Source: an optimization exercise on an open RTL-to-GDS flow (aim: small area and a short achievable clock period). Production flows keep margins and buffers that such runs may drop. Function was not checked in any run shown here: the RTL went through the layout flow alone. Power and IR drop assume default switching activity.

==> flow/design.v (outline; a module is shown in full before it is edited, if it fits) <==
// module fp_mult: 2498 lines
// module fp_mult_fa: 4 lines
// module fp_mult_fx: 6 lines
// module fp_mult_x2: 3 lines
// module fp_mult_mj: 3 lines
// module fp_mult_ha: 4 lines
module fp_mult(
input logic [31:0]    dataA,
input logic [31:0]    dataB,
input logic clock,
output logic [31:0]   result
);
  // ...
==> flow/flow/run.sh <==
#!/bin/bash
set -o pipefail
export BUFFER_PORTS_ARGS="-buffer_cell sky130_fd_sc_hd__buf_2"
echo "export BUFFER_PORTS_ARGS = -buffer_cell sky130_fd_sc_hd__buf_2" >> config.mk
bash standard.sh > standard.log 2>&1
==> flow/standard.sh <==
#!/bin/bash
# synth_recipe.tcl (not shown) runs the flow's synth.tcl, then flattens the netlist and writes it again
# the make line also repeats each setting of config.mk as NAME=value (left out here)
make -C /OpenROAD-flow-scripts/flow DESIGN_CONFIG=/design/flow/config.mk WORK_HOME=/design/flow/orfs CLKGATE_MAP_FILE= SYNTH_SCRIPT=/design/flow/synth_recipe.tcl "${@:-finish}"
==> flow/config.mk <==
export PLATFORM = sky130hd
export DESIGN_NAME = fp_mult
export DESIGN_NICKNAME = fp_mult
export VERILOG_FILES = /design/flow/design.v
export SDC_FILE = /design/flow/constraint.sdc
export NUM_CORES = 4
export LEC_CHECK = 0
export CAP_MARGIN = 50
export CORE_MARGIN = 2
export CORE_UTILIZATION = 40
export SETUP_SLACK_MARGIN = 5
export SLEW_MARGIN = 60
export SYNTH_HIERARCHICAL = 1
export BUFFER_PORTS_ARGS = -buffer_cell sky130_fd_sc_hd__buf_2
==> flow/constraint.sdc <==
create_clock -name core_clock -period 9.0 [get_ports {clock}]
set_input_delay 1.8000 -clock core_clock [delete_from_list [all_inputs] [get_ports {clock}]]
set_output_delay 1.8000 -clock core_clock [all_outputs]
set_load 0.01 [all_outputs]
==> flow_metrics.tcl, run 1 <==
set metrics [dict create \
    seq_area_frac 0.199 \
    preCtsSetupSlack_ps 5420 \
    critPathMaxStageDelay_ps 590 \
    synth_fa_ha_area_frac 0.286 \
    intPower_mw 3.92 \
    clk_latency_ps 480 \
    synth-seq-cells 200 \
    power_density_mw_per_mm2 364 \
    leakage_nw 7.84 \
    io_pins 97 \
    cts_sinks 200 \
    maxSlewHeadroom 0.587 \
    diodes 0 \
    gp_congestion 0.887 \
    core_mm2 0.0456 \
    path_max_fanout 12 \
    hold_depth 1 \
    synth.area.top_cells "dfxtp_1 22%, fa_1 16%, xnor2_1 13%" \
    io_buffers 96 \
    nonClockBufferCount 154 \
    post-place-cells 2419 \
    reg2reg_depth 10 \
    crit_path_cell_trace "ha_1 > nand4_1 > o21bai_1 > o21ai_0 > a311oi_4 > o31ai_4 > o221ai_4 > nor2_4 > or4_4 > o31ai_2" \
    synth_edf_count 0 \
    syn_area_mm2 0.0186 \
    status "no timing/DRC/antenna violations" \
    grt_max_degree 31 \
    synthSimpleGateAreaFrac 0.0443 \
    yosysTopAreaCellShare 0.216 \
    crit_buf_inv 0 \
    fin_area_mm2 0.0202 \
    grt_pass1_vias 14900 \
    avgSynthCellArea_um2 10.1 \
    start_util 0.407 \
    antenna_left 0 \
    setup_ws_ps 5350 \
    htreeDepth 4 \
    final.fill_count 4320 \
    top_register "result" \
    worstMarginPinSlew_ps 619 \
    tap_cells 600 \
]
==> run 2: changes to the inputs <==
--- a/flow/design.v
+++ b/flow/design.v
@@ -1124,94 +1124,94 @@
 wire lg937;
 wire lp938;
 wire lg939;
 wire lg940;
 wire lg941;
 wire lp942;
 wire lg943;
 wire lg944;
-wire g945;
-wire g946;
-wire g947;
-wire g948;
-wire g949;
-wire g950;
-wire g951;
-wire g952;
-wire g953;
-wire g954;
-wire g955;
-wire g956;
-wire g957;
-wire g958;
-wire g959;
-wire g960;
-wire g961;
-wire g962;
-wire g963;
-wire g964;
-wire g965;
-wire g966;
-wire g967;
-wire g968;
-wire g969;
-wire g970;
-wire g971;
-wire g972;
-wire g973;
-wire g974;
-wire g975;
-wire g976;
-wire g977;
-wire g978;
-wire g979;
-wire g980;
-wire g981;
-wire g982;
-wire g983;
-wire p984;
-wire p985;
-wire p986;
-wire p987;
-wire p988;
-wire p989;
-wire p990;
-wire p991;
-wire p992;
-wire p993;
-wire p994;
-wire p995;
-wire p996;
-wire p997;
-wire p998;
-wire p999;
-wire p1000;
-wire p1001;
-wire p1002;
-wire p1003;
-wire p1004;
-wire p1005;
-wire p1006;
-wire p1007;
-wire p1008;
-wire p1009;
-wire p1010;
-wire p1011;
-wire p1012;
-wire p1013;
-wire p1014;
-wire p1015;
-wire p1016;
-wire p1017;
-wire p1018;
-wire p1019;
-wire p1020;
-wire p1021;
-wire p1022;
+wire q945;
+wire q946;
+wire q947;
+wire q948;
+wire q949;
+wire q950;
+wire q951;
+wire q952;
+wire q953;
+wire q954;
+wire q955;
+wire q956;
+wire q957;
+wire q958;
+wire q959;
+wire q960;
+wire q961;
+wire q962;
+wire q963;
+wire q964;
+wire q965;
+wire q966;
+wire q967;
+wire q968;
+wire q969;
+wire q970;
+wire q971;
+wire q972;
+wire q973;
+wire q974;
+wire q975;
+wire q976;
+wire q977;
+wire q978;
+wire q979;
+wire q980;
+wire q981;
+wire q982;
+wire q983;
+wire q984;
+wire q985;
+wire q986;
+wire q987;
+wire q988;
+wire q989;
+wire q990;
+wire q991;
+wire q992;
+wire q993;
+wire q994;
+wire q995;
+wire q996;
+wire q997;
+wire q998;
+wire q999;
+wire q1000;
+wire q1001;
+wire q1002;
+wire q1003;
+wire q1004;
+wire q1005;
+wire q1006;
+wire q1007;
+wire q1008;
+wire q1009;
+wire q1010;
+wire q1011;
+wire q1012;
+wire q1013;
+wire q1014;
+wire q1015;
+wire q1016;
+wire q1017;
+wire q1018;
+wire q1019;
+wire q1020;
+wire q1021;
+wire q1022;
 wire g1023;
 wire gg1024;
 wire gg1025;
 wire pp1026;
 wire gg1027;
 wire pp1028;
 wire gg1029;
 wire pp1030;
@@ -1384,94 +1384,94 @@
 wire sum1197;
 wire sum1198;
 wire sum1199;
 wire sum1200;
 wire sum1201;
 wire sum1202;
 wire sum1203;
 logic cl;
-logic r2_9_0;
-logic r2_9_1;
-logic r2_10_0;
-logic r2_10_1;
-logic r2_11_0;
-logic r2_11_1;
-logic r2_12_0;
-logic r2_12_1;
-logic r2_13_0;
-logic r2_13_1;
-logic r2_14_0;
-logic r2_14_1;
-logic r2_15_0;
-logic r2_15_1;
-logic r2_16_0;
-logic r2_16_1;
-logic r2_17_0;
-logic r2_17_1;
-logic r2_18_0;
-logic r2_18_1;
-logic r2_19_0;
-logic r2_19_1;
-logic r2_20_0;
-logic r2_20_1;
-logic r2_21_0;
-logic r2_21_1;
-logic r2_22_0;
-logic r2_22_1;
-logic r2_23_0;
-logic r2_23_1;
-logic r2_24_0;
-logic r2_24_1;
-logic r2_25_0;
-logic r2_25_1;
-logic r2_26_0;
-logic r2_26_1;
-logic r2_27_0;
-logic r2_27_1;
-logic r2_28_0;
-logic r2_28_1;
-logic r2_29_0;
-logic r2_29_1;
-logic r2_30_0;
-logic r2_30_1;
-logic r2_31_0;
-logic r2_31_1;
-logic r2_32_0;
-logic r2_32_1;
-logic r2_33_0;
-logic r2_33_1;
-logic r2_34_0;
-logic r2_34_1;
-logic r2_35_0;
-logic r2_35_1;
-logic r2_36_0;
-logic r2_36_1;
-logic r2_37_0;
-logic r2_37_1;
-logic r2_38_0;
-logic r2_38_1;
-logic r2_39_0;
-logic r2_39_1;
-logic r2_40_0;
-logic r2_40_1;
-logic r2_41_0;
-logic r2_41_1;
-logic r2_42_0;
-logic r2_42_1;
-logic r2_43_0;
-logic r2_43_1;
-logic r2_44_0;
-logic r2_44_1;
-logic r2_45_0;
-logic r2_45_1;
-logic r2_46_0;
-logic r2_46_1;
-logic r2_47_0;
-logic r2_47_1;
+logic r2_9_g;
+logic r2_9_p;
+logic r2_10_g;
+logic r2_10_p;
+logic r2_11_g;
+logic r2_11_p;
+logic r2_12_g;
+logic r2_12_p;
+logic r2_13_g;
+logic r2_13_p;
+logic r2_14_g;
+logic r2_14_p;
+logic r2_15_g;
+logic r2_15_p;
+logic r2_16_g;
+logic r2_16_p;
+logic r2_17_g;
+logic r2_17_p;
+logic r2_18_g;
+logic r2_18_p;
+logic r2_19_g;
+logic r2_19_p;
+logic r2_20_g;
+logic r2_20_p;
+logic r2_21_g;
+logic r2_21_p;
+logic r2_22_g;
+logic r2_22_p;
+logic r2_23_g;
+logic r2_23_p;
+logic r2_24_g;
+logic r2_24_p;
+logic r2_25_g;
+logic r2_25_p;
+logic r2_26_g;
+logic r2_26_p;
+logic r2_27_g;
+logic r2_27_p;
+logic r2_28_g;
+logic r2_28_p;
+logic r2_29_g;
+logic r2_29_p;
+logic r2_30_g;
+logic r2_30_p;
+logic r2_31_g;
+logic r2_31_p;
+logic r2_32_g;
+logic r2_32_p;
+logic r2_33_g;
+logic r2_33_p;
+logic r2_34_g;
+logic r2_34_p;
+logic r2_35_g;
+logic r2_35_p;
+logic r2_36_g;
+logic r2_36_p;
+logic r2_37_g;
+logic r2_37_p;
+logic r2_38_g;
+logic r2_38_p;
+logic r2_39_g;
+logic r2_39_p;
+logic r2_40_g;
+logic r2_40_p;
+logic r2_41_g;
+logic r2_41_p;
+logic r2_42_g;
+logic r2_42_p;
+logic r2_43_g;
+logic r2_43_p;
+logic r2_44_g;
+logic r2_44_p;
+logic r2_45_g;
+logic r2_45_p;
+logic r2_46_g;
+logic r2_46_p;
+logic r2_47_g;
+logic r2_47_p;
 assign pp0_0_1 = ((bo0 & ma[0]) ^ bn0);
 assign pp0_1_2 = (((bo0 & ma[1]) | (bt0 & ma[0])) ^ bn0);
 assign pp0_2_3 = (((bo0 & ma[2]) | (bt0 & ma[1])) ^ bn0);
 assign pp0_3_4 = (((bo0 & ma[3]) | (bt0 & ma[2])) ^ bn0);
 assign pp0_4_5 = (((bo0 & ma[4]) | (bt0 & ma[3])) ^ bn0);
 assign pp0_5_6 = (((bo0 & ma[5]) | (bt0 & ma[4])) ^ bn0);
 assign pp0_6_7 = (((bo0 & ma[6]) | (bt0 & ma[5])) ^ bn0);
 assign pp0_7_8 = (((bo0 & ma[7]) | (bt0 & ma[6])) ^ bn0);
@@ -2122,362 +2122,362 @@
 assign lg937 = (lg925 | (lp926 & lg923));
 assign lp938 = (lp926 & lp924);
 assign lg939 = (lg937 | (lp938 & lg936));
 assign lg940 = (lg927 | (lp928 & lg939));
 assign lg941 = (lg931 | (lp932 & lg929));
 assign lp942 = (lp932 & lp930);
 assign lg943 = (lg941 | (lp942 & lg940));
 assign lg944 = (lg933 | (lp934 & lg943));
-assign g945 = (r2_9_0 & r2_9_1);
-assign g946 = (r2_10_0 & r2_10_1);
-assign g947 = (r2_11_0 & r2_11_1);
-assign g948 = (r2_12_0 & r2_12_1);
-assign g949 = (r2_13_0 & r2_13_1);
-assign g950 = (r2_14_0 & r2_14_1);
-assign g951 = (r2_15_0 & r2_15_1);
-assign g952 = (r2_16_0 & r2_16_1);
-assign g953 = (r2_17_0 & r2_17_1);
-assign g954 = (r2_18_0 & r2_18_1);
-assign g955 = (r2_19_0 & r2_19_1);
-assign g956 = (r2_20_0 & r2_20_1);
-assign g957 = (r2_21_0 & r2_21_1);
-assign g958 = (r2_22_0 & r2_22_1);
-assign g959 = (r2_23_0 & r2_23_1);
-assign g960 = (r2_24_0 & r2_24_1);
-assign g961 = (r2_25_0 & r2_25_1);
-assign g962 = (r2_26_0 & r2_26_1);
-assign g963 = (r2_27_0 & r2_27_1);
-assign g964 = (r2_28_0 & r2_28_1);
-assign g965 = (r2_29_0 & r2_29_1);
-assign g966 = (r2_30_0 & r2_30_1);
-assign g967 = (r2_31_0 & r2_31_1);
-assign g968 = (r2_32_0 & r2_32_1);
-assign g969 = (r2_33_0 & r2_33_1);
-assign g970 = (r2_34_0 & r2_34_1);
-assign g971 = (r2_35_0 & r2_35_1);
-assign g972 = (r2_36_0 & r2_36_1);
-assign g973 = (r2_37_0 & r2_37_1);
-assign g974 = (r2_38_0 & r2_38_1);
-assign g975 = (r2_39_0 & r2_39_1);
-assign g976 = (r2_40_0 & r2_40_1);
-assign g977 = (r2_41_0 & r2_41_1);
-assign g978 = (r2_42_0 & r2_42_1);
-assign g979 = (r2_43_0 & r2_43_1);
-assign g980 = (r2_44_0 & r2_44_1);
-assign g981 = (r2_45_0 & r2_45_1);
-assign g982 = (r2_46_0 & r2_46_1);
-assign g983 = (r2_47_0 & r2_47_1);
-assign p984 = (r2_9_0 ^ r2_9_1);
-assign p985 = (r2_10_0 ^ r2_10_1);
-assign p986 = (r2_11_0 ^ r2_11_1);
-assign p987 = (r2_12_0 ^ r2_12_1);
-assign p988 = (r2_13_0 ^ r2_13_1);
-assign p989 = (r2_14_0 ^ r2_14_1);
-assign p990 = (r2_15_0 ^ r2_15_1);
-assign p991 = (r2_16_0 ^ r2_16_1);
-assign p992 = (r2_17_0 ^ r2_17_1);
-assign p993 = (r2_18_0 ^ r2_18_1);
-assign p994 = (r2_19_0 ^ r2_19_1);
-assign p995 = (r2_20_0 ^ r2_20_1);
-assign p996 = (r2_21_0 ^ r2_21_1);
-assign p997 = (r2_22_0 ^ r2_22_1);
-assign p998 = (r2_23_0 ^ r2_23_1);
-assign p999 = (r2_24_0 ^ r2_24_1);
-assign p1000 = (r2_25_0 ^ r2_25_1);
-assign p1001 = (r2_26_0 ^ r2_26_1);
-assign p1002 = (r2_27_0 ^ r2_27_1);
-assign p1003 = (r2_28_0 ^ r2_28_1);
-assign p1004 = (r2_29_0 ^ r2_29_1);
-assign p1005 = (r2_30_0 ^ r2_30_1);
-assign p1006 = (r2_31_0 ^ r2_31_1);
-assign p1007 = (r2_32_0 ^ r2_32_1);
-assign p1008 = (r2_33_0 ^ r2_33_1);
-assign p1009 = (r2_34_0 ^ r2_34_1);
-assign p1010 = (r2_35_0 ^ r2_35_1);
-assign p1011 = (r2_36_0 ^ r2_36_1);
-assign p1012 = (r2_37_0 ^ r2_37_1);
-assign p1013 = (r2_38_0 ^ r2_38_1);
-assign p1014 = (r2_39_0 ^ r2_39_1);
-assign p1015 = (r2_40_0 ^ r2_40_1);
-assign p1016 = (r2_41_0 ^ r2_41_1);
-assign p1017 = (r2_42_0 ^ r2_42_1);
-assign p1018 = (r2_43_0 ^ r2_43_1);
-assign p1019 = (r2_44_0 ^ r2_44_1);
-assign p1020 = (r2_45_0 ^ r2_45_1);
-assign p1021 = (r2_46_0 ^ r2_46_1);
-assign p1022 = (r2_47_0 ^ r2_47_1);
-assign g1023 = (g945 | (p984 & cl));
-assign gg1024 = (g946 | (p985 & g1023));
-assign gg1025 = (g948 | (p987 & g947));
-assign pp1026 = (p987 & p986);
-assign gg1027 = (g950 | (p989 & g949));
-assign pp1028 = (p989 & p988);
-assign gg1029 = (g952 | (p991 & g951));
-assign pp1030 = (p991 & p990);
-assign gg1031 = (g954 | (p993 & g953));
-assign pp1032 = (p993 & p992);
-assign gg1033 = (g956 | (p995 & g955));
-assign pp1034 = (p995 & p994);
-assign gg1035 = (g958 | (p997 & g957));
-assign pp1036 = (p997 & p996);
-assign gg1037 = (g960 | (p999 & g959));
-assign pp1038 = (p999 & p998);
-assign gg1039 = (g962 | (p1001 & g961));
-assign pp1040 = (p1001 & p1000);
-assign gg1041 = (g964 | (p1003 & g963));
-assign pp1042 = (p1003 & p1002);
-assign gg1043 = (g966 | (p1005 & g965));
-assign pp1044 = (p1005 & p1004);
-assign gg1045 = (g968 | (p1007 & g967));
-assign pp1046 = (p1007 & p1006);
-assign gg1047 = (g970 | (p1009 & g969));
-assign pp1048 = (p1009 & p1008);
-assign gg1049 = (g972 | (p1011 & g971));
-assign pp1050 = (p1011 & p1010);
-assign gg1051 = (g974 | (p1013 & g973));
-assign pp1052 = (p1013 & p1012);
-assign gg1053 = (g976 | (p1015 & g975));
-assign pp1054 = (p1015 & p1014);
-assign gg1055 = (g978 | (p1017 & g977));
-assign pp1056 = (p1017 & p1016);
-assign gg1057 = (g980 | (p1019 & g979));
-assign pp1058 = (p1019 & p1018);
-assign gg1059 = (g982 | (p1021 & g981));
-assign pp1060 = (p1021 & p1020);
-assign gg1061 = (g947 | (p986 & gg1024));
+assign q945 = (c840 & s841);
+assign q946 = (c840 ^ s841);
+assign q947 = (c842 & s843);
+assign q948 = (c842 ^ s843);
+assign q949 = (c844 & s845);
+assign q950 = (c844 ^ s845);
+assign q951 = (c846 & s847);
+assign q952 = (c846 ^ s847);
+assign q953 = (c848 & s849);
+assign q954 = (c848 ^ s849);
+assign q955 = (c850 & s851);
+assign q956 = (c850 ^ s851);
+assign q957 = (c852 & s853);
+assign q958 = (c852 ^ s853);
+assign q959 = (c854 & s855);
+assign q960 = (c854 ^ s855);
+assign q961 = (c856 & s857);
+assign q962 = (c856 ^ s857);
+assign q963 = (c858 & s859);
+assign q964 = (c858 ^ s859);
+assign q965 = (c860 & s861);
+assign q966 = (c860 ^ s861);
+assign q967 = (c862 & s863);
+assign q968 = (c862 ^ s863);
+assign q969 = (c864 & s865);
+assign q970 = (c864 ^ s865);
+assign q971 = (c866 & s867);
+assign q972 = (c866 ^ s867);
+assign q973 = (c868 & s869);
+assign q974 = (c868 ^ s869);
+assign q975 = (c870 & s871);
+assign q976 = (c870 ^ s871);
+assign q977 = (c872 & s873);
+assign q978 = (c872 ^ s873);
+assign q979 = (c874 & s875);
+assign q980 = (c874 ^ s875);
+assign q981 = (c876 & s877);
+assign q982 = (c876 ^ s877);
+assign q983 = (c878 & s879);
+assign q984 = (c878 ^ s879);
+assign q985 = (c880 & s881);
+assign q986 = (c880 ^ s881);
+assign q987 = (c882 & s883);
+assign q988 = (c882 ^ s883);
+assign q989 = (c884 & s885);
+assign q990 = (c884 ^ s885);
+assign q991 = (c886 & s887);
+assign q992 = (c886 ^ s887);
+assign q993 = (c888 & s889);
+assign q994 = (c888 ^ s889);
+assign q995 = (c890 & s891);
+assign q996 = (c890 ^ s891);
+assign q997 = (c892 & s893);
+assign q998 = (c892 ^ s893);
+assign q999 = (c894 & s895);
+assign q1000 = (c894 ^ s895);
+assign q1001 = (c896 & s897);
+assign q1002 = (c896 ^ s897);
+assign q1003 = (c898 & s899);
+assign q1004 = (c898 ^ s899);
+assign q1005 = (c900 & s901);
+assign q1006 = (c900 ^ s901);
+assign q1007 = (c902 & s903);
+assign q1008 = (c902 ^ s903);
+assign q1009 = (c904 & s905);
+assign q1010 = (c904 ^ s905);
+assign q1011 = (c906 & s907);
+assign q1012 = (c906 ^ s907);
+assign q1013 = (c908 & s909);
+assign q1014 = (c908 ^ s909);
+assign q1015 = (c910 & s911);
+assign q1016 = (c910 ^ s911);
+assign q1017 = (c912 & s913);
+assign q1018 = (c912 ^ s913);
+assign q1019 = (c914 & s915);
+assign q1020 = (c914 ^ s915);
+assign q1021 = (c916 & k348);
+assign q1022 = (c916 ^ k348);
+assign g1023 = (r2_9_g | (r2_9_p & cl));
+assign gg1024 = (r2_10_g | (r2_10_p & g1023));
+assign gg1025 = (r2_12_g | (r2_12_p & r2_11_g));
+assign pp1026 = (r2_12_p & r2_11_p);
+assign gg1027 = (r2_14_g | (r2_14_p & r2_13_g));
+assign pp1028 = (r2_14_p & r2_13_p);
+assign gg1029 = (r2_16_g | (r2_16_p & r2_15_g));
+assign pp1030 = (r2_16_p & r2_15_p);
+assign gg1031 = (r2_18_g | (r2_18_p & r2_17_g));
+assign pp1032 = (r2_18_p & r2_17_p);
+assign gg1033 = (r2_20_g | (r2_20_p & r2_19_g));
+assign pp1034 = (r2_20_p & r2_19_p);
+assign gg1035 = (r2_22_g | (r2_22_p & r2_21_g));
+assign pp1036 = (r2_22_p & r2_21_p);
+assign gg1037 = (r2_24_g | (r2_24_p & r2_23_g));
+assign pp1038 = (r2_24_p & r2_23_p);
+assign gg1039 = (r2_26_g | (r2_26_p & r2_25_g));
+assign pp1040 = (r2_26_p & r2_25_p);
+assign gg1041 = (r2_28_g | (r2_28_p & r2_27_g));
+assign pp1042 = (r2_28_p & r2_27_p);
+assign gg1043 = (r2_30_g | (r2_30_p & r2_29_g));
+assign pp1044 = (r2_30_p & r2_29_p);
+assign gg1045 = (r2_32_g | (r2_32_p & r2_31_g));
+assign pp1046 = (r2_32_p & r2_31_p);
+assign gg1047 = (r2_34_g | (r2_34_p & r2_33_g));
+assign pp1048 = (r2_34_p & r2_33_p);
+assign gg1049 = (r2_36_g | (r2_36_p & r2_35_g));
+assign pp1050 = (r2_36_p & r2_35_p);
+assign gg1051 = (r2_38_g | (r2_38_p & r2_37_g));
+assign pp1052 = (r2_38_p & r2_37_p);
+assign gg1053 = (r2_40_g | (r2_40_p & r2_39_g));
+assign pp1054 = (r2_40_p & r2_39_p);
+assign gg1055 = (r2_42_g | (r2_42_p & r2_41_g));
+assign pp1056 = (r2_42_p & r2_41_p);
+assign gg1057 = (r2_44_g | (r2_44_p & r2_43_g));
+assign pp1058 = (r2_44_p & r2_43_p);
+assign gg1059 = (r2_46_g | (r2_46_p & r2_45_g));
+assign pp1060 = (r2_46_p & r2_45_p);
+assign gg1061 = (r2_11_g | (r2_11_p & gg1024));
 assign gg1062 = (gg1025 | (pp1026 & gg1024));
-assign gg1063 = (g951 | (p990 & gg1027));
-assign pp1064 = (p990 & pp1028);
+assign gg1063 = (r2_15_g | (r2_15_p & gg1027));
+assign pp1064 = (r2_15_p & pp1028);
 assign gg1065 = (gg1029 | (pp1030 & gg1027));
 assign pp1066 = (pp1030 & pp1028);
-assign gg1067 = (g955 | (p994 & gg1031));
-assign pp1068 = (p994 & pp1032);
+assign gg1067 = (r2_19_g | (r2_19_p & gg1031));
+assign pp1068 = (r2_19_p & pp1032);
 assign gg1069 = (gg1033 | (pp1034 & gg1031));
 assign pp1070 = (pp1034 & pp1032);
-assign gg1071 = (g959 | (p998 & gg1035));
-assign pp1072 = (p998 & pp1036);
+assign gg1071 = (r2_23_g | (r2_23_p & gg1035));
+assign pp1072 = (r2_23_p & pp1036);
 assign gg1073 = (gg1037 | (pp1038 & gg1035));
 assign pp1074 = (pp1038 & pp1036);
-assign gg1075 = (g963 | (p1002 & gg1039));
-assign pp1076 = (p1002 & pp1040);
+assign gg1075 = (r2_27_g | (r2_27_p & gg1039));
+assign pp1076 = (r2_27_p & pp1040);
 assign gg1077 = (gg1041 | (pp1042 & gg1039));
 assign pp1078 = (pp1042 & pp1040);
-assign gg1079 = (g967 | (p1006 & gg1043));
-assign pp1080 = (p1006 & pp1044);
+assign gg1079 = (r2_31_g | (r2_31_p & gg1043));
+assign pp1080 = (r2_31_p & pp1044);
 assign gg1081 = (gg1045 | (pp1046 & gg1043));
 assign pp1082 = (pp1046 & pp1044);
-assign gg1083 = (g971 | (p1010 & gg1047));
-assign pp1084 = (p1010 & pp1048);
+assign gg1083 = (r2_35_g | (r2_35_p & gg1047));
+assign pp1084 = (r2_35_p & pp1048);
 assign gg1085 = (gg1049 | (pp1050 & gg1047));
 assign pp1086 = (pp1050 & pp1048);
-assign gg1087 = (g975 | (p1014 & gg1051));
-assign pp1088 = (p1014 & pp1052);
+assign gg1087 = (r2_39_g | (r2_39_p & gg1051));
+assign pp1088 = (r2_39_p & pp1052);
 assign gg1089 = (gg1053 | (pp1054 & gg1051));
 assign pp1090 = (pp1054 & pp1052);
-assign gg1091 = (g979 | (p1018 & gg1055));
-assign pp1092 = (p1018 & pp1056);
+assign gg1091 = (r2_43_g | (r2_43_p & gg1055));
+assign pp1092 = (r2_43_p & pp1056);
 assign gg1093 = (gg1057 | (pp1058 & gg1055));
 assign pp1094 = (pp1058 & pp1056);
-assign gg1095 = (g983 | (p1022 & gg1059));
-assign pp1096 = (p1022 & pp1060);
-assign gg1097 = (g949 | (p988 & gg1062));
+assign gg1095 = (r2_47_g | (r2_47_p & gg1059));
+assign pp1096 = (r2_47_p & pp1060);
+assign gg1097 = (r2_13_g | (r2_13_p & gg1062));
 assign gg1098 = (gg1027 | (pp1028 & gg1062));
 assign gg1099 = (gg1063 | (pp1064 & gg1062));
 assign gg1100 = (gg1065 | (pp1066 & gg1062));
-assign gg1101 = (g957 | (p996 & gg1069));
-assign pp1102 = (p996 & pp1070);
+assign gg1101 = (r2_21_g | (r2_21_p & gg1069));
+assign pp1102 = (r2_21_p & pp1070);
 assign gg1103 = (gg1035 | (pp1036 & gg1069));
 assign pp1104 = (pp1036 & pp1070);
 assign gg1105 = (gg1071 | (pp1072 & gg1069));
 assign pp1106 = (pp1072 & pp1070);
 assign gg1107 = (gg1073 | (pp1074 & gg1069));
 assign pp1108 = (pp1074 & pp1070);
-assign gg1109 = (g965 | (p1004 & gg1077));
-assign pp1110 = (p1004 & pp1078);
+assign gg1109 = (r2_29_g | (r2_29_p & gg1077));
+assign pp1110 = (r2_29_p & pp1078);
 assign gg1111 = (gg1043 | (pp1044 & gg1077));
 assign pp1112 = (pp1044 & pp1078);
 assign gg1113 = (gg1079 | (pp1080 & gg1077));
 assign pp1114 = (pp1080 & pp1078);
 assign gg1115 = (gg1081 | (pp1082 & gg1077));
 assign pp1116 = (pp1082 & pp1078);
-assign gg1117 = (g973 | (p1012 & gg1085));
-assign pp1118 = (p1012 & pp1086);
+assign gg1117 = (r2_37_g | (r2_37_p & gg1085));
+assign pp1118 = (r2_37_p & pp1086);
 assign gg1119 = (gg1051 | (pp1052 & gg1085));
 assign pp1120 = (pp1052 & pp1086);
 assign gg1121 = (gg1087 | (pp1088 & gg1085));
 assign pp1122 = (pp1088 & pp1086);
 assign gg1123 = (gg1089 | (pp1090 & gg1085));
 assign pp1124 = (pp1090 & pp1086);
-assign gg1125 = (g981 | (p1020 & gg1093));
-assign pp1126 = (p1020 & pp1094);
+assign gg1125 = (r2_45_g | (r2_45_p & gg1093));
+assign pp1126 = (r2_45_p & pp1094);
 assign gg1127 = (gg1059 | (pp1060 & gg1093));
 assign pp1128 = (pp1060 & pp1094);
 assign gg1129 = (gg1095 | (pp1096 & gg1093));
 assign pp1130 = (pp1096 & pp1094);
-assign gg1131 = (g953 | (p992 & gg1100));
+assign gg1131 = (r2_17_g | (r2_17_p & gg1100));
 assign gg1132 = (gg1031 | (pp1032 & gg1100));
 assign gg1133 = (gg1067 | (pp1068 & gg1100));
 assign gg1134 = (gg1069 | (pp1070 & gg1100));
 assign gg1135 = (gg1101 | (pp1102 & gg1100));
 assign gg1136 = (gg1103 | (pp1104 & gg1100));
 assign gg1137 = (gg1105 | (pp1106 & gg1100));
 assign gg1138 = (gg1107 | (pp1108 & gg1100));
-assign gg1139 = (g969 | (p1008 & gg1115));
-assign pp1140 = (p1008 & pp1116);
+assign gg1139 = (r2_33_g | (r2_33_p & gg1115));
+assign pp1140 = (r2_33_p & pp1116);
 assign gg1141 = (gg1047 | (pp1048 & gg1115));
 assign pp1142 = (pp1048 & pp1116);
 assign gg1143 = (gg1083 | (pp1084 & gg1115));
 assign pp1144 = (pp1084 & pp1116);
 assign gg1145 = (gg1085 | (pp1086 & gg1115));
 assign pp1146 = (pp1086 & pp1116);
 assign gg1147 = (gg1117 | (pp1118 & gg1115));
 assign pp1148 = (pp1118 & pp1116);
 assign gg1149 = (gg1119 | (pp1120 & gg1115));
 assign pp1150 = (pp1120 & pp1116);
 assign gg1151 = (gg1121 | (pp1122 & gg1115));
 assign pp1152 = (pp1122 & pp1116);
 assign gg1153 = (gg1123 | (pp1124 & gg1115));
 assign pp1154 = (pp1124 & pp1116);
-assign gg1155 = (g961 | (p1000 & gg1138));
+assign gg1155 = (r2_25_g | (r2_25_p & gg1138));
 assign gg1156 = (gg1039 | (pp1040 & gg1138));
 assign gg1157 = (gg1075 | (pp1076 & gg1138));
 assign gg1158 = (gg1077 | (pp1078 & gg1138));
 assign gg1159 = (gg1109 | (pp1110 & gg1138));
 assign gg1160 = (gg1111 | (pp1112 & gg1138));
 assign gg1161 = (gg1113 | (pp1114 & gg1138));
 assign gg1162 = (gg1115 | (pp1116 & gg1138));
 assign gg1163 = (gg1139 | (pp1140 & gg1138));
 assign gg1164 = (gg1141 | (pp1142 & gg1138));
 assign gg1165 = (gg1143 | (pp1144 & gg1138));
 assign gg1166 = (gg1145 | (pp1146 & gg1138));
 assign gg1167 = (gg1147 | (pp1148 & gg1138));
 assign gg1168 = (gg1149 | (pp1150 & gg1138));
 assign gg1169 = (gg1151 | (pp1152 & gg1138));
 assign gg1170 = (gg1153 | (pp1154 & gg1138));
-assign gg1171 = (g977 | (p1016 & gg1170));
+assign gg1171 = (r2_41_g | (r2_41_p & gg1170));
 assign gg1172 = (gg1055 | (pp1056 & gg1170));
 assign gg1173 = (gg1091 | (pp1092 & gg1170));
 assign gg1174 = (gg1093 | (pp1094 & gg1170));
 assign gg1175 = (gg1125 | (pp1126 & gg1170));
 assign gg1176 = (gg1127 | (pp1128 & gg1170));
 assign gg1177 = (gg1129 | (pp1130 & gg1170));
-assign sum1178 = (p997 ^ gg1135);
-assign sum1179 = (p998 ^ gg1136);
-assign sum1180 = (p999 ^ gg1137);
-assign sum1181 = (p1000 ^ gg1138);
-assign sum1182 = (p1001 ^ gg1155);
-assign sum1183 = (p1002 ^ gg1156);
-assign sum1184 = (p1003 ^ gg1157);
-assign sum1185 = (p1004 ^ gg1158);
-assign sum1186 = (p1005 ^ gg1159);
-assign sum1187 = (p1006 ^ gg1160);
-assign sum1188 = (p1007 ^ gg1161);
-assign sum1189 = (p1008 ^ gg1162);
-assign sum1190 = (p1009 ^ gg1163);
-assign sum1191 = (p1010 ^ gg1164);
-assign sum1192 = (p1011 ^ gg1165);
-assign sum1193 = (p1012 ^ gg1166);
-assign sum1194 = (p1013 ^ gg1167);
-assign sum1195 = (p1014 ^ gg1168);
-assign sum1196 = (p1015 ^ gg1169);
-assign sum1197 = (p1016 ^ gg1170);
-assign sum1198 = (p1017 ^ gg1171);
-assign sum1199 = (p1018 ^ gg1172);
-assign sum1200 = (p1019 ^ gg1173);
-assign sum1201 = (p1020 ^ gg1174);
-assign sum1202 = (p1021 ^ gg1175);
-assign sum1203 = (p1022 ^ gg1176);
+assign sum1178 = (r2_22_p ^ gg1135);
+assign sum1179 = (r2_23_p ^ gg1136);
+assign sum1180 = (r2_24_p ^ gg1137);
+assign sum1181 = (r2_25_p ^ gg1138);
+assign sum1182 = (r2_26_p ^ gg1155);
+assign sum1183 = (r2_27_p ^ gg1156);
+assign sum1184 = (r2_28_p ^ gg1157);
+assign sum1185 = (r2_29_p ^ gg1158);
+assign sum1186 = (r2_30_p ^ gg1159);
+assign sum1187 = (r2_31_p ^ gg1160);
+assign sum1188 = (r2_32_p ^ gg1161);
+assign sum1189 = (r2_33_p ^ gg1162);
+assign sum1190 = (r2_34_p ^ gg1163);
+assign sum1191 = (r2_35_p ^ gg1164);
+assign sum1192 = (r2_36_p ^ gg1165);
+assign sum1193 = (r2_37_p ^ gg1166);
+assign sum1194 = (r2_38_p ^ gg1167);
+assign sum1195 = (r2_39_p ^ gg1168);
+assign sum1196 = (r2_40_p ^ gg1169);
+assign sum1197 = (r2_41_p ^ gg1170);
+assign sum1198 = (r2_42_p ^ gg1171);
+assign sum1199 = (r2_43_p ^ gg1172);
+assign sum1200 = (r2_44_p ^ gg1173);
+assign sum1201 = (r2_45_p ^ gg1174);
+assign sum1202 = (r2_46_p ^ gg1175);
+assign sum1203 = (r2_47_p ^ gg1176);
 logic s2, nan2, inf2, zero2;
 logic [8:0] er2;
 always_ff @(posedge clock) begin
     s2    <= sa1 ^ sb1;
     nan2  <= sp_any & ~sp_inf;
     inf2  <= sp_any & sp_inf;
     zero2 <= ~sp_any & (a_zero | b_zero);    
     er2   <= er;
     cl <= lg944;
-    r2_9_0 <= c840;
-    r2_9_1 <= s841;
-    r2_10_0 <= c842;
-    r2_10_1 <= s843;
-    r2_11_0 <= c844;
-    r2_11_1 <= s845;
-    r2_12_0 <= c846;
-    r2_12_1 <= s847;
-    r2_13_0 <= c848;
-    r2_13_1 <= s849;
-    r2_14_0 <= c850;
-    r2_14_1 <= s851;
-    r2_15_0 <= c852;
-    r2_15_1 <= s853;
-    r2_16_0 <= c854;
-    r2_16_1 <= s855;
-    r2_17_0 <= c856;
-    r2_17_1 <= s857;
-    r2_18_0 <= c858;
-    r2_18_1 <= s859;
-    r2_19_0 <= c860;
-    r2_19_1 <= s861;
-    r2_20_0 <= c862;
-    r2_20_1 <= s863;
-    r2_21_0 <= c864;
-    r2_21_1 <= s865;
-    r2_22_0 <= c866;
-    r2_22_1 <= s867;
-    r2_23_0 <= c868;
-    r2_23_1 <= s869;
-    r2_24_0 <= c870;
-    r2_24_1 <= s871;
-    r2_25_0 <= c872;
-    r2_25_1 <= s873;
-    r2_26_0 <= c874;
-    r2_26_1 <= s875;
-    r2_27_0 <= c876;
-    r2_27_1 <= s877;
-    r2_28_0 <= c878;
-    r2_28_1 <= s879;
-    r2_29_0 <= c880;
-    r2_29_1 <= s881;
-    r2_30_0 <= c882;
-    r2_30_1 <= s883;
-    r2_31_0 <= c884;
-    r2_31_1 <= s885;
-    r2_32_0 <= c886;
-    r2_32_1 <= s887;
-    r2_33_0 <= c888;
-    r2_33_1 <= s889;
-    r2_34_0 <= c890;
-    r2_34_1 <= s891;
-    r2_35_0 <= c892;
-    r2_35_1 <= s893;
-    r2_36_0 <= c894;
-    r2_36_1 <= s895;
-    r2_37_0 <= c896;
-    r2_37_1 <= s897;
-    r2_38_0 <= c898;
-    r2_38_1 <= s899;
-    r2_39_0 <= c900;
-    r2_39_1 <= s901;
-    r2_40_0 <= c902;
-    r2_40_1 <= s903;
-    r2_41_0 <= c904;
-    r2_41_1 <= s905;
-    r2_42_0 <= c906;
-    r2_42_1 <= s907;
-    r2_43_0 <= c908;
-    r2_43_1 <= s909;
-    r2_44_0 <= c910;
-    r2_44_1 <= s911;
-    r2_45_0 <= c912;
-    r2_45_1 <= s913;
-    r2_46_0 <= c914;
-    r2_46_1 <= s915;
-    r2_47_0 <= c916;
-    r2_47_1 <= k348;
+    r2_9_g <= q945;
+    r2_9_p <= q946;
+    r2_10_g <= q947;
+    r2_10_p <= q948;
+    r2_11_g <= q949;
+    r2_11_p <= q950;
+    r2_12_g <= q951;
+    r2_12_p <= q952;
+    r2_13_g <= q953;
+    r2_13_p <= q954;
+    r2_14_g <= q955;
+    r2_14_p <= q956;
+    r2_15_g <= q957;
+    r2_15_p <= q958;
+    r2_16_g <= q959;
+    r2_16_p <= q960;
+    r2_17_g <= q961;
+    r2_17_p <= q962;
+    r2_18_g <= q963;
+    r2_18_p <= q964;
+    r2_19_g <= q965;
+    r2_19_p <= q966;
+    r2_20_g <= q967;
+    r2_20_p <= q968;
+    r2_21_g <= q969;
+    r2_21_p <= q970;
+    r2_22_g <= q971;
+    r2_22_p <= q972;
+    r2_23_g <= q973;
+    r2_23_p <= q974;
+    r2_24_g <= q975;
+    r2_24_p <= q976;
+    r2_25_g <= q977;
+    r2_25_p <= q978;
+    r2_26_g <= q979;
+    r2_26_p <= q980;
+    r2_27_g <= q981;
+    r2_27_p <= q982;
+    r2_28_g <= q983;
+    r2_28_p <= q984;
+    r2_29_g <= q985;
+    r2_29_p <= q986;
+    r2_30_g <= q987;
+    r2_30_p <= q988;
+    r2_31_g <= q989;
+    r2_31_p <= q990;
+    r2_32_g <= q991;
+    r2_32_p <= q992;
+    r2_33_g <= q993;
+    r2_33_p <= q994;
+    r2_34_g <= q995;
+    r2_34_p <= q996;
+    r2_35_g <= q997;
+    r2_35_p <= q998;
+    r2_36_g <= q999;
+    r2_36_p <= q1000;
+    r2_37_g <= q1001;
+    r2_37_p <= q1002;
+    r2_38_g <= q1003;
+    r2_38_p <= q1004;
+    r2_39_g <= q1005;
+    r2_39_p <= q1006;
+    r2_40_g <= q1007;
+    r2_40_p <= q1008;
+    r2_41_g <= q1009;
+    r2_41_p <= q1010;
+    r2_42_g <= q1011;
+    r2_42_p <= q1012;
+    r2_43_g <= q1013;
+    r2_43_p <= q1014;
+    r2_44_g <= q1015;
+    r2_44_p <= q1016;
+    r2_45_g <= q1017;
+    r2_45_p <= q1018;
+    r2_46_g <= q1019;
+    r2_46_p <= q1020;
+    r2_47_g <= q1021;
+    r2_47_p <= q1022;
 end
 logic [47:22] p;
 assign p = {sum1203, sum1202, sum1201, sum1200, sum1199, sum1198, sum1197, sum1196, sum1195, sum1194, sum1193, sum1192, sum1191, sum1190, sum1189, sum1188, sum1187, sum1186, sum1185, sum1184, sum1183, sum1182, sum1181, sum1180, sum1179, sum1178};
 logic [8:0] er2i;
 assign er2i[0] = ~er2[0];
 genvar k;
 generate for (k = 1; k < 9; k = k + 1) begin : inc
     assign er2i[k] = er2[k] ^ (&er2[k-1:0]);
==> flow_metrics.tcl, run 2 <==
set metrics [dict create \
    critPathMaxStageDelay_ps 550 \
    wl_um 56100 \
    die_area_mm2 0.0485 \
    hold_start "s2" \
    reg_top3 "result x32, ma x23, er2 x9" \
    top_register "result" \
    die_y_um 220 \
    synthArstFlopShare 0 \
    grt_pass1_vias 14700 \
    ys_warn_count 7 \
    cts_buffers 17 \
    avgSynthCellArea_um2 10.0 \
    grt_setup_unrepaired "false" \
    drtIter0Drc 1152 \
    crit_required_ps 9400 \
    nNetsFinal 2159 \
    clk_latency_ps 510 \
    io_buffers 96 \
    ys_seq_area_frac 0.213 \
    preCtsSetupSlack_ps 5340 \
    yosysMostFrequentCell "xnor2_1" \
    netlist_instances 1863 \
    slowest_stage "dfxtp_1" \
    viasPerCell 5.78 \
    synth_top_family_by_area "adder cells" \
    grt-ovfl-total 0 \
    clk_pin_slew_worst_paths_ps 90 \
    die_w_um 220 \
    hold_depth 1 \
    synth_xor_area_frac 0.254 \
    cts_setup_buffers 0 \
    drive_above_1_share 0.173 \
    cts.repair.resized 0 \
    max_freq_mhz 263 \
    start_util 0.403 \
    clock-root-buffer "clkbuf_16" \
    place_hpwl_um 36700 \
    largest_register_ffs 32 \
    first_pass_iters 5 \
    synth.area.top_cells "dfxtp_1 21%, fa_1 16%, xnor2_1 13%" \
    crit_path_cell_trace "buf_4 > xnor2_1 > xor2_1 > xor2_1 > xor2_1 > xor2_1 > maj3_2 > xor2_1 > xor2_1 > maj3_2 > ha_1" \
    cts_sinks 199 \
    synth-seq-cells 199 \
    num_rows 79 \
    status "no timing/DRC/antenna violations" \
    power_mw 7.72 \
    synth_edf_count 0 \
    diodes 0 \
    antenna_found_initial 1 \
    worstMarginPinSlew_ps 621 \
    yosysTopAreaCell "dfxtp_1" \
    power_density_mw_per_mm2 379 \
    crit_path_end_kind "flip-flop" \
    synth_nets 2156 \
    worstReg2RegStart "bn6" \
    grt_pass1_wl_um 84900 \
    grt_usage 0.234 \
    synth_compound_area_frac 0.161 \
    fin_crit_ps 3800 \
    path_max_fanout 22 \
    worstSetupPathType "flip-flop to flip-flop" \
    max-cap-violations 0 \
    start_kind "flip-flop" \
    leakage_nw 7.89 \
    clockBufferDepth 2 \
    synth_common_cells "276 x xnor2_1, 268 x a22oi_1, 265 x xor2_1" \
    synth-main-ff-cell "dfxtp_1" \
    maxSlewHeadroom 0.586 \
    reg2reg_depth 11 \
    htreeDepth 4 \
    synthSimpleGateAreaFrac 0.0465 \
    finalSetupViolations 0 \
    cp.arrival_ps 4200 \
    cpMostUsedCell "xor2_1" \
    ctsHoldBuffers 0 \
    met3WireLength_um 4650 \
    met2_length_um 26700 \
    fin_area_mm2 0.0204 \
    ir_drop_mv 0.263 \
    post-route-period-util 0.422 \
    drc_errors 0 \
    ys_types 66 \
    grt_max_degree 31 \
    r2r-end "r2_26_p" \
    final_cell_mix "276 x xnor2_1, 268 x a22oi_1, 265 x xor2_1" \
    syn_area_mm2 0.0187 \
    final.fill_count 4355 \
    crit_buf_inv 1 \
    postPlaceCellArea_mm2 0.0197 \
    holdPathEnd "result[31]" \
    drv_slew 0 \
    cts_tree "yes" \
    synth.area.mux_share 0 \
    clock_skew_ps 12.0 \
    hp-class "flip-flop to flip-flop" \
    fin_setup_tns_ps 0 \
    top_layer "met4" \
    core_mm2 0.0464 \
    area_delta_synth_final_pct 8.96 \
    io_pins 97 \
    critPathTopFamily "XOR/XNOR gates" \
    rrSetupSlack_ps 5200 \
    final_common_cell "xnor2_1" \
    synth_fa_ha_area_frac 0.283 \
    routedWlPerCell_um 22.6 \
    gp_congestion 0.906 \
    antenna_left 0 \
    hold_viol 0 \
    vias 14400 \
    yosysTopAreaCellShare 0.213 \
    wl_met1_um 23000 \
    setup_ws_ps 5200 \
]
-- run 2: cell count changes after synthesis, moves of 4 or more --
cell / change
a22oi_1: +5
nor4_1: -4
nor2_1: +10
o31ai_1: -5
o21a_1: +6
nand4_1: +4
nand2_1: +8
a21o_1: -8
o21ai_0: +6
-- run 2: per-layer routing --
metal,vias to the layer above,track usage
met5,-,0
met4,0,0.0996
met3,115,0.0598
met2,614,0.385
met1,7150,0.292
li1,6485,-
-- run 2: power breakdown --
group | leakage [nW] | internal (mW) | switching, mW
logic | 5.92 | 2.46 | 2.97
registers | 1.67 | 1.30 | 0.194
clock network | 0.299 | 0.384 | 0.424
-- run 2: per-module statistics from Yosys (local to each module, per instance), a selection --
module	cell area (um2)	flops+latches	times used	cells inside
fp_mult	12100	199	1	1345
fp_mult_fa	20.0	0	146	1
fp_mult_ha	12.5	0	21	1
fp_mult_mj	11.3	0	117	1
fp_mult_x2	8.76	0	234	1
-- run 2: area by class of cell --
class / instances / area [um2] / share of cell area
Sequential cell: 199 / 4010 / 0.197
Tap cell: 607 / 759 / 0.0373
Clock buffer: 18 / 439 / 0.0216
Inverter: 37 / 139 / 0.00682
Timing Repair Buffer: 152 / 913 / 0.0449
Multi-Input combinational cell: 1459 / 13900 / 0.684
Clock inverter: 14 / 176 / 0.00867
-- run 2: how the worst max path moves through the flow --
| stage | startpoint | to | slack (ps) | cells past startpoint |
|---|---|---|---|---|
| after CTS | ma[13] | r2_18_p | 5310 | 8 |
| after floorplan | bn0 | r2_18_p | 5260 | 9 |
| after global routing | ma[13] | r2_31_p | 5150 | 10 |
| after detailed placement | ma[13] | r2_18_p | 5340 | 8 |
| final | bn6 | r2_26_p | 5200 | 11 |
| after global placement | ma[19] | r2_26_p | 5040 | 9 |
-- run 2: kinds of logic after synthesis --
family / after synthesis
and+or+nand+nor: 164
xor gates and xnor gates: 541
adders and majority gates: 345
DFF: 199
AOI/OAI and AO/OA: 409
buffers and inverters: 205
-- run 2: per-stage QoR --
stage | instances | utilization | hold slack (ps)
floorplan | 1863 | - | 414
global placement | 2449 | 0.424 | 430
detailed placement | 2454 | 0.426 | 434
CTS | 2486 | 0.439 | 452
global route | 2486 | 0.439 | 465
finish | 2486 | 0.439 | 447
-- run 2: worst register-to-register path, cell delays in order, from the launching register on --
cell	delay, ps
dfxtp_1	550
buf_4	520
xnor2_1	240
xor2_1	190
xor2_1	300
xor2_1	240
xor2_1	290
maj3_2	290
xor2_1	180
xor2_1	380
maj3_2	290
ha_1	220

## separate check: timing with driven ports
Ports are ideal in the flow. The routed layouts listed here were re-timed in OpenROAD.
Step 1 (the two cells are an assumption about what drives the block):
set clk [get_ports {clock}]
set_driving_cell -lib_cell sky130_fd_sc_hd__clkbuf_16 $clk
set_driving_cell -lib_cell sky130_fd_sc_hd__buf_2 [delete_from_list [all_inputs] $clk]
Step 2 adds t to the input delays and takes it off the output delays; t is the mean of the earliest and latest rising clock arrival at the registers after step 1. Input paths then give back, and output paths get back, about the clock's delay inside the block.
Three values: ideal, step 1, step 2; two values: the first two.
run | t (ns) | setup WS [ns] | worst hold slack (ns) | worst register clock-pin slew, ns | worst data-port slew with drivers (ns)
run 1 | 0.530 | 5.353 / 5.353 / 5.353 | 0.440 / 0.440 / 0.440 | 0.08 / 0.08 | 0.04
run 2 | 0.565 | 5.200 / 5.200 / 5.200 | 0.447 / 0.447 / 0.447 | 0.09 / 0.09 | 0.05
After both steps setup and hold are still met in every run listed.
